Context: an optimization exercise on an open-source flow, tuned for small area. The choices shown serve that exercise and are no tape-out recipe. Where RTL was checked, it was by simulation tests only, not by an equivalence proof against the original. Power figures rest on the tool's default switching activity, not on a simulated workload.

P:
## TopModule
module TopModule(
input InputKey, ValidCmd, RWMem, ConfigDiv, Reset, Clk,
input[7:0] Addr, InA, InB,
input[3:0] Sel,
input[31:0] DIn,
output CalcActive, CalcMode, Busy, DOutValid, ClkTx,
output [3:0] DataOut);
export LEC_CHECK = 0
export CAP_MARGIN = 0
export CORE_MARGIN = 2
export CORE_UTILIZATION = 65
export GPL_TIMING_DRIVEN = 0
export PLACE_DENSITY = 0.8
export SLEW_MARGIN = 0
export SYNTH_HIERARCHICAL = 1
export SYNTH_MINIMUM_KEEP_SIZE = 0
create_clock -name core_clock -period 20.0 [get_ports {Clk}]
standard.sh (not shown) runs the stock make flow with config.mk's settings and CLKGATE_MAP_FILE= SYNTH_SCRIPT=/design/flow/synth_recipe.tcl, a recipe that flattens the netlist after the stock synthesis.
==> flow/flow/run.sh <==
#!/bin/bash
# Standard ORFS layout with smaller port buffers, smaller clock buffers and
# no CTS dummy loads.
set -euo pipefail
export BUFFER_PORTS_ARGS="-buffer_cell sky130_fd_sc_hd__buf_1"
export CTS_ARGS="-sink_clustering_enable -repair_clock_nets -dont_use_dummy_load -buf_list sky130_fd_sc_hd__clkbuf_4 -sink_clustering_size 10 -sink_clustering_max_diameter 35"
bash standard.sh > standard.log 2>&1
P went all the way through synthesis, placement and routing and the layout is clean on timing, DRC and antenna.
[inputs] Q vs P
--- a/flow/config.mk
+++ b/flow/config.mk
@@ -9,5 +9,4 @@
 export CORE_MARGIN = 2
 export CORE_UTILIZATION = 65
-export GPL_TIMING_DRIVEN = 0
 export PLACE_DENSITY = 0.8
 export SLEW_MARGIN = 0
On wire length of the first global-routing pass, P loses to Q. Going from P to Q, number of ordinary and repair buffers in the finished layout shrinks by 16%. Area of the multi-input gates shrinks slightly when moving from P to Q. Diff P and Q: fraction of met2 tracks used by global routing lower in Q. Q vs P — total placed cells including tap cells dropped 1.4%. The lower met2 wire length came out of Q. Compared with P, Q shows final critical-path required period lower by 590 ps. From P to Q the numbers moved as follows: proportion of power drawn by combinational gates fell 0.6 points; global-route usage fell 0.84 points. Diff P..Q | sequential cell area fraction in the yosys report | unchanged. In terms of share of synthesized cell area in full adder, half adder and majority cells, Q and P differ only marginally.
Function was not checked in any run of this note: the RTL went through the layout flow alone.

* * *

TopModule, a different RTL version from the one above (not shown whole).
For scale: roughly 75 I/O pins, about 16000 um^2 of cells after synthesis.
Settings: LEC_CHECK=0, CAP_MARGIN=20, CORE_MARGIN=2, CORE_UTILIZATION=40, CTS_BUF_LIST=sky130_fd_sc_hd__clkbuf_4, GPL_TIMING_DRIVEN=0, PLACE_DENSITY=0.6, SLEW_MARGIN=20; clock period 20.0 ns.
run.sh (not shown) runs the stock make flow with config.mk's settings and CLKGATE_MAP_FILE= SYNTH_SCRIPT=/design/flow/synth_recipe.tcl, a recipe that flattens the netlist after the stock synthesis.
Stock flow here: none of the scripts above is used.
Rerun with:
--- a/flow/config.mk
+++ b/flow/config.mk
@@ -10,4 +10,2 @@
 export CORE_UTILIZATION = 40
-export CTS_BUF_LIST = sky130_fd_sc_hd__clkbuf_4
-export GPL_TIMING_DRIVEN = 0
 export PLACE_DENSITY = 0.6
Non-clock buffer count is lower by 46.
Design area hardly moves.
Fmax is higher by 5.3%.
Setup slack gets better by 800 ps.
Combinational power stays flat.

* * *

Setup of rev 12:
TopModule, a different RTL version from the one above (not shown whole).
Size in the first run: roughly 1400 cells after synthesis, ~290 flip-flops, roughly 75 I/O pins, about 16000 sq um of cells after synthesis.
==> flow/config.mk <==
export PLATFORM = sky130hd
export DESIGN_NAME = TopModule
export DESIGN_NICKNAME = TopModule
export VERILOG_FILES = /design/flow/design.v
export SDC_FILE = /design/flow/constraint.sdc
export NUM_CORES = 4
export LEC_CHECK = 0
export CAP_MARGIN = 20
export CORE_MARGIN = 2
export CORE_UTILIZATION = 40
export PLACE_DENSITY = 0.6
export SLEW_MARGIN = 20
==> flow/constraint.sdc <==
create_clock -name core_clock -period 20.0 [get_ports {Clk}]
set_input_delay 4.0000 -clock core_clock [delete_from_list [all_inputs] [get_ports {Clk}]]
set_output_delay 4.0000 -clock core_clock [all_outputs]
set_load 0.01 [all_outputs]
standard.sh (not shown) runs the stock make flow with config.mk's settings and CLKGATE_MAP_FILE= SYNTH_SCRIPT=/design/flow/synth_recipe.tcl, a recipe that flattens the netlist after the stock synthesis.
==> flow/flow/run.sh <==
#!/bin/bash
# Standard ORFS layout with smaller port buffers and no CTS dummy loads.
set -euo pipefail
export BUFFER_PORTS_ARGS="-buffer_cell sky130_fd_sc_hd__buf_1"
export CTS_ARGS="-sink_clustering_enable -repair_clock_nets -dont_use_dummy_load"
bash standard.sh > standard.log 2>&1
Per the final summary, rev 12 finished and its layout is clean on timing, DRC and antenna.
Input-level comparison between rev 13 and rev 12:
==> flow/run.sh (new file) <==
#!/bin/bash
# synth_recipe.tcl (not shown) runs the flow's synth.tcl, then flattens the netlist and writes it again
# the make line also repeats each setting of config.mk as NAME=value (left out here)
make -C /OpenROAD-flow-scripts/flow DESIGN_CONFIG=/design/flow/config.mk WORK_HOME=/design/flow/orfs CLKGATE_MAP_FILE= SYNTH_SCRIPT=/design/flow/synth_recipe.tcl finish
removed: flow/flow/run.sh
removed: flow/standard.sh
==> comparison <==
- ~same total negative slack in rev 13 and rev 12
- Rev 13 -> rev 12: worst hold slack flat
- Looking at count of clock-buffer cells in the layout, rev 13 sits 43% above rev 12.
- Rev 13 against rev 12: switching power as a share of total power dropped 0.53 points, met3 usage in global routing dropped 0.22 points.
- Comparing the two runs side by side, rev 13 comes out behind rev 12 on internal power contribution.
- Diff rev 13..rev 12 | number of DRC violations after detailed-routing iteration 0 | negligible
- Rev 13: met2 routing resource usage after global routing is 0.34 points lower than what rev 12 reported.
- Rev 13: cell count higher than rev 12
Function was not checked in any run of this note: the RTL went through the layout flow alone.

-- static timing again, ports no longer ideal --
In the flow no input, the clock included, has a driving cell. The finished layouts below were timed again as built, in two steps.
Step 1 sets driving cells, clkbuf_16 on the clock port and buf_2 on the other inputs (assumed; they add their load-dependent delay and slew).
Step 2, shift: input delay + t, output delay - t, t = (earliest + latest rising clock arrival at the registers) / 2. This alone moves slack from input paths to output paths.
a / b / c = ideal / step 1 / step 2; a / b = the first two.
run | t (ns) | setup slack, ns | worst data-port slew with drivers (ns)
P | 0.643 | 0.978 / 0.978 / 0.978 | 0.06
Q | 0.644 | 1.569 / 1.569 / 1.569 | 0.08
the first run of note 2 | 0.716 | 4.058 / 4.058 / 4.058 | 0.07
the second run of note 2 | 0.561 | 4.858 / 4.858 / 4.858 | 0.07
rev 12 | 0.582 | 5.043 / 5.043 / 5.043 | 0.07
rev 13 | 0.607 | 5.118 / 5.118 / 5.118 | 0.05
After both steps every run listed still meets setup and hold.
